Background: an optimization exercise with open tools, aiming at small area and a short achievable clock period. Do not read the settings as production practice. Function was checked by simulation only, so behaviour that the tests miss may differ from the original. No driver is modelled on the clock port, so clocking that relies on it looks cheaper here than on a real chip. Power and IR drop assume default switching activity.

==> flow/design.v (excerpt) <==
module frequency_measurement #(
    parameter WIDTH = 32
)(
    input  logic clk,
    input  logic reset,
    input  logic [WIDTH-1:0] a, b,
    input  logic [3:0] opcode,
    output logic [WIDTH-1:0] result,
    output logic N, Z, C, V
);
clock: 75.0 ns
lec_check: 0
abc_area: 1
cap_margin: 20
core_margin: 2
core_utilization: 42
cts_cluster_diameter: 40
cts_cluster_size: 10
slew_margin: 20
standard.sh (not shown) runs the stock make flow with config.mk's settings and CLKGATE_MAP_FILE= SYNTH_SCRIPT=/design/flow/synth_recipe.tcl, a recipe that flattens the netlist after the stock synthesis.
==> flow/flow/run.sh <==
#!/bin/bash
set -euo pipefail
MARGIN=$(cat flow/margin.txt)
MARGIN_CTS=$(cat flow/margin_cts.txt)
SEQ="-sequence unbuffer,sizeup,swap,buffer"
R=$PWD/orfs/results/sky130hd/frequency_measurement/base
bash standard.sh place > std_place.log 2>&1
PORTBUF=buf_2 RTARGS="$SEQ" ODB_IN=$R/3_place.odb ODB_OUT=$R/3_place.odb SDC=$R/3_place.sdc MARGIN=$MARGIN TNS=0 PROPAGATED=0 \
  openroad -no_splash -exit flow/repair.tcl > repair_place.log 2>&1
bash standard.sh cts > std_cts.log 2>&1
RTARGS="$SEQ" ODB_IN=$R/4_cts.odb ODB_OUT=$R/4_cts.odb SDC=$R/4_cts.sdc MARGIN=$MARGIN_CTS TNS=0 PROPAGATED=1 \
  openroad -no_splash -exit flow/repair.tcl > repair_cts.log 2>&1
bash standard.sh finish > std_finish.log 2>&1
==> flow/flow/margin.txt <==
45
==> flow/flow/margin_cts.txt <==
44.3
==> flow/flow/repair.tcl <==
read_liberty $::env(FLOW_HOME)/platforms/sky130hd/lib/sky130_fd_sc_hd__tt_025C_1v80.lib
read_db $::env(ODB_IN)
read_sdc $::env(SDC)
if {$::env(PROPAGATED)} { set_propagated_clock [all_clocks] }
source $::env(FLOW_HOME)/platforms/sky130hd/setRC.tcl
set_dont_use [get_lib_cells {sky130_fd_sc_hd__probe* sky130_fd_sc_hd__lpflow*}]
# the port buffers the standard flow inserts are slow delay cells; use plain buffers
if {[info exists ::env(PORTBUF)]} {
  foreach inst [get_cells {input* output*}] {
    if {[get_property $inst ref_name] == "sky130_fd_sc_hd__clkdlybuf4s50_1"} {
      replace_cell $inst [get_lib_cells sky130_fd_sc_hd__$::env(PORTBUF)]
    }
  }
}
estimate_parasitics -placement
puts "before: worst slack [sta::worst_slack_cmd max] area [rsz::design_area]"
set reps 1
if {[info exists ::env(REPEAT)]} { set reps $::env(REPEAT) }
for {set i 0} {$i < $reps} {incr i} {
  repair_timing -setup -setup_margin $::env(MARGIN) -repair_tns $::env(TNS) {*}$::env(RTARGS) -verbose
}
detailed_placement
check_placement -verbose
estimate_parasitics -placement
puts "after: worst slack [sta::worst_slack_cmd max] area [rsz::design_area]"
report_worst_slack -max
report_worst_slack -min
write_db $::env(ODB_OUT)
The first run ran to the end with no violations.
Change:
- CORE_UTILIZATION: 42 -> 65
Routed wire length falls by a few percent.
Die area falls by a quarter to a third.
Final area falls by a few percent.
Change:
- CORE_UTILIZATION: 65 -> 50
Outcome:
- The changed run ran to the end with no violations
- power went up by 2.3%
- global-route usage went down by 13 points
- utilization went down by 16 points
- cell count went up by 2.7%
- routed wire length went down by 0.65%
- non-clock buffer count went down by 6
- setup slack improved by 900 ps

========
== pine ==
Another version of the RTL of frequency_measurement (not shown whole).
For scale: about 8600 cells after synthesis, ~180 flip-flops, about 110 I/O pins, ~56000 µm² of cells after synthesis.
Settings: LEC_CHECK=0, ABC_AREA=1, CAP_MARGIN=20, CORE_MARGIN=2, CORE_UTILIZATION=50, CTS_CLUSTER_DIAMETER=40, CTS_CLUSTER_SIZE=10, SLEW_MARGIN=20; clock period 75.0 ns.
==> flow/flow/run.sh <==
#!/bin/bash
# Standard layout (the standard.sh), with an extra timing repair after
# placement and after clock-tree synthesis that aims below the 75 ns period.
# Each step's full output goes to its own log file in this folder.
set -euo pipefail
MARGIN=$(cat flow/margin.txt)
R=$PWD/orfs/results/sky130hd/frequency_measurement/base
bash standard.sh place > std_place.log 2>&1
ODB_IN=$R/3_place.odb ODB_OUT=$R/3_place.odb SDC=$R/3_place.sdc MARGIN=$MARGIN TNS=0 PROPAGATED=0 \
  openroad -no_splash -exit flow/repair.tcl > repair_place.log 2>&1
bash standard.sh cts > std_cts.log 2>&1
ODB_IN=$R/4_cts.odb ODB_OUT=$R/4_cts.odb SDC=$R/4_cts.sdc MARGIN=$MARGIN TNS=0 PROPAGATED=1 \
  openroad -no_splash -exit flow/repair.tcl > repair_cts.log 2>&1
bash standard.sh finish > std_finish.log 2>&1
==> flow/flow/repair.tcl <==
read_liberty $::env(FLOW_HOME)/platforms/sky130hd/lib/sky130_fd_sc_hd__tt_025C_1v80.lib
read_db $::env(ODB_IN)
read_sdc $::env(SDC)
if {$::env(PROPAGATED)} { set_propagated_clock [all_clocks] }
source $::env(FLOW_HOME)/platforms/sky130hd/setRC.tcl
set_dont_use [get_lib_cells {sky130_fd_sc_hd__probe* sky130_fd_sc_hd__lpflow*}]
estimate_parasitics -placement
puts "before: worst slack [sta::worst_slack_cmd max] area [rsz::design_area]"
repair_timing -setup -setup_margin $::env(MARGIN) -repair_tns $::env(TNS) -sequence "unbuffer,sizeup,swap,buffer" -verbose
detailed_placement
check_placement -verbose
estimate_parasitics -placement
puts "after: worst slack [sta::worst_slack_cmd max] area [rsz::design_area]"
report_worst_slack -max
report_worst_slack -min
write_db $::env(ODB_OUT)
Scripts as last shown in full above: flow/flow/margin.txt
Having completed the whole flow, pine delivered a layout that passed the timing, DRC and antenna checks.
The following lists how birch was set up differently from pine:
==> flow/flow/run.sh <==
#!/bin/bash
set -euo pipefail
MARGIN=$(cat flow/margin.txt)
SEQ="-sequence unbuffer,sizeup,swap,buffer"
R=$PWD/orfs/results/sky130hd/frequency_measurement/base
bash standard.sh place > std_place.log 2>&1
PORTBUF=buf_2 RTARGS="$SEQ" ODB_IN=$R/3_place.odb ODB_OUT=$R/3_place.odb SDC=$R/3_place.sdc MARGIN=$MARGIN TNS=0 PROPAGATED=0 \
  openroad -no_splash -exit flow/repair.tcl > repair_place.log 2>&1
bash standard.sh cts > std_cts.log 2>&1
RTARGS="$SEQ" ODB_IN=$R/4_cts.odb ODB_OUT=$R/4_cts.odb SDC=$R/4_cts.sdc MARGIN=$MARGIN TNS=0 PROPAGATED=1 \
  openroad -no_splash -exit flow/repair.tcl > repair_cts.log 2>&1
bash standard.sh finish > std_finish.log 2>&1
diff --git a/flow/flow/repair.tcl b/flow/flow/repair.tcl
--- a/flow/flow/repair.tcl
+++ b/flow/flow/repair.tcl
@@ -6,0 +7,8 @@
+# the port buffers the standard flow inserts are slow delay cells; use plain buffers
+if {[info exists ::env(PORTBUF)]} {
+  foreach inst [get_cells {input* output*}] {
+    if {[get_property $inst ref_name] == "sky130_fd_sc_hd__clkdlybuf4s50_1"} {
+      replace_cell $inst [get_lib_cells sky130_fd_sc_hd__$::env(PORTBUF)]
+    }
+  }
+}
@@ -9 +17,5 @@
-repair_timing -setup -setup_margin $::env(MARGIN) -repair_tns $::env(TNS) -sequence "unbuffer,sizeup,swap,buffer" -verbose
+set reps 1
+if {[info exists ::env(REPEAT)]} { set reps $::env(REPEAT) }
+for {set i 0} {$i < $reps} {incr i} {
+  repair_timing -setup -setup_margin $::env(MARGIN) -repair_tns $::env(TNS) {*}$::env(RTARGS) -verbose
+}
diff --git a/flow/config.mk b/flow/config.mk
--- a/flow/config.mk
+++ b/flow/config.mk
@@ -11 +11 @@
-export CORE_UTILIZATION = 50
+export CORE_UTILIZATION = 65
==> comparison <==
birch completed; timing, DRC and antenna clean. In the metrics for birch and pine, the one carrying the lower part of the total power dissipated in the clock network is birch. [birch vs pine] worst vdd rail ir drop: higher in birch. Hold slack: birch worse than pine. pine -> birch: synthesized area per cell delta 0, exact match. On power in sequential cells, pine tracks birch almost exactly. Compared with pine, birch shows a higher end-of-flow core utilization. pine was routed with fewer vias than birch.

========
Another version of the RTL of frequency_measurement (not shown whole).
Size in the first run: roughly 8200 cells after synthesis, roughly 110 I/O pins.
Design frequency_measurement, start of the top module:
module frequency_measurement #(
    parameter WIDTH = 32
)(
    input  logic clk,
    input  logic reset,
    input  logic [WIDTH-1:0] a, b,
    input  logic [3:0] opcode,
    output logic [WIDTH-1:0] result,
    output logic N, Z, C, V
);
Settings: LEC_CHECK=0, ABC_AREA=1, CAP_MARGIN=20, CORE_MARGIN=2, CORE_UTILIZATION=50, CTS_CLUSTER_DIAMETER=40, CTS_CLUSTER_SIZE=10, SLEW_MARGIN=20; clock period 75.0 ns.
==> flow/flow/run.sh <==
#!/bin/bash
set -euo pipefail
MARGIN=$(cat flow/margin.txt)
MARGIN_CTS=$(cat flow/margin_cts.txt)
SEQ="-sequence unbuffer,sizeup,swap,buffer"
R=$PWD/orfs/results/sky130hd/frequency_measurement/base
bash standard.sh place > std_place.log 2>&1
PORTBUF=buf_2 RTARGS="$SEQ" ODB_IN=$R/3_place.odb ODB_OUT=$R/3_place.odb SDC=$R/3_place.sdc MARGIN=$MARGIN TNS=0 PROPAGATED=0 \
  openroad -no_splash -exit flow/repair.tcl > repair_place.log 2>&1
bash standard.sh cts > std_cts.log 2>&1
RTARGS="$SEQ" ODB_IN=$R/4_cts.odb ODB_OUT=$R/4_cts.odb SDC=$R/4_cts.sdc MARGIN=$MARGIN_CTS TNS=0 PROPAGATED=1 \
  openroad -no_splash -exit flow/repair.tcl > repair_cts.log 2>&1
bash standard.sh finish > std_finish.log 2>&1
==> flow/flow/margin.txt <==
46.4
==> flow/flow/margin_cts.txt <==
45.3
==> flow/flow/repair.tcl <==
read_liberty $::env(FLOW_HOME)/platforms/sky130hd/lib/sky130_fd_sc_hd__tt_025C_1v80.lib
read_db $::env(ODB_IN)
read_sdc $::env(SDC)
if {$::env(PROPAGATED)} { set_propagated_clock [all_clocks] }
source $::env(FLOW_HOME)/platforms/sky130hd/setRC.tcl
set_dont_use [get_lib_cells {sky130_fd_sc_hd__probe* sky130_fd_sc_hd__lpflow*}]
# the port buffers the standard flow inserts are slow delay cells; use plain buffers
if {[info exists ::env(PORTBUF)]} {
  foreach inst [get_cells {input* output*}] {
    if {[get_property $inst ref_name] == "sky130_fd_sc_hd__clkdlybuf4s50_1"} {
      replace_cell $inst [get_lib_cells sky130_fd_sc_hd__$::env(PORTBUF)]
    }
  }
}
estimate_parasitics -placement
puts "before: worst slack [sta::worst_slack_cmd max] area [rsz::design_area]"
set reps 1
if {[info exists ::env(REPEAT)]} { set reps $::env(REPEAT) }
for {set i 0} {$i < $reps} {incr i} {
  repair_timing -setup -setup_margin $::env(MARGIN) -repair_tns $::env(TNS) {*}$::env(RTARGS) -verbose
}
detailed_placement
check_placement -verbose
estimate_parasitics -placement
puts "after: worst slack [sta::worst_slack_cmd max] area [rsz::design_area]"
report_worst_slack -max
report_worst_slack -min
write_db $::env(ODB_OUT)
The baseline passed the timing, DRC and antenna checks.
Edit:
==> flow/flow/margin.txt (replaced) <==
45
==> flow/flow/margin_cts.txt (replaced) <==
44.3
Effect: Utilization is lower by 0.51 points. Count of clock-buffer cells in the layout does not change. Maximum frequency goes down by 0.52%. Power went down by 0.68%.
Edit:
==> flow/flow/margin.txt (replaced) <==
45.7
==> flow/flow/margin_cts.txt (replaced) <==
44.8
Result:
- count of clock-buffer cells in the layout is unchanged
- clock skew is lower by 0.0045 ns
- utilization came out higher by 0.51 points
- design area went up by 0.93%
- worst setup slack improved by 0.16 ns

afterwards: timing with drivers on the ports:
How much do the figures lean on ideal ports? The routed layouts below were timed once more, with nothing changed but the port constraints. Step 1 (the two cells are an assumption about what drives the block):
set clk [get_ports {clk}]
set_driving_cell -lib_cell sky130_fd_sc_hd__clkbuf_16 $clk
set_driving_cell -lib_cell sky130_fd_sc_hd__buf_2 [delete_from_list [all_inputs] $clk]
Step 2 adds t to the input delays and takes it off the output delays; t is the mean of the earliest and latest rising clock arrival at the registers after step 1. Input paths then give back, and output paths get back, about the clock's delay inside the block. a / b / c = no drivers / after step 1 / after step 2; a / b = the first two.
run | t (ns) | setup slack, ns | clock arrival spread, ns | slew at the worst register clock pin (ns) | pins driven straight from the clock port
the first run of note 1 | 0.567 | 43.943 / 43.877 / 44.393 | 0.023 / 0.024 | 0.09 / 0.09 | 1
the second run of note 1 | 0.597 | 43.057 / 42.981 / 43.551 | 0.033 / 0.033 | 0.09 / 0.09 | 1
the third run of note 1 | 0.579 | 43.958 / 43.883 / 44.350 | 0.035 / 0.035 | 0.10 / 0.10 | 1
pine | 0.554 | 44.147 / 44.084 / 44.324 | 0.023 / 0.023 | 0.08 / 0.08 | 1
birch | 0.567 | 43.944 / 43.870 / 44.393 | 0.026 / 0.027 | 0.08 / 0.08 | 1
the first run of note 3 | 0.601 | 44.038 / 44.079 / 43.478 | 0.034 / 0.034 | 0.12 / 0.12 | 1
the second run of note 3 | 0.605 | 43.876 / 43.922 / 43.318 | 0.039 / 0.039 | 0.12 / 0.12 | 1
the third run of note 3 | 0.601 | 44.038 / 44.079 / 43.478 | 0.034 / 0.034 | 0.12 / 0.12 | 1
After both steps setup and hold are still met in every run listed.
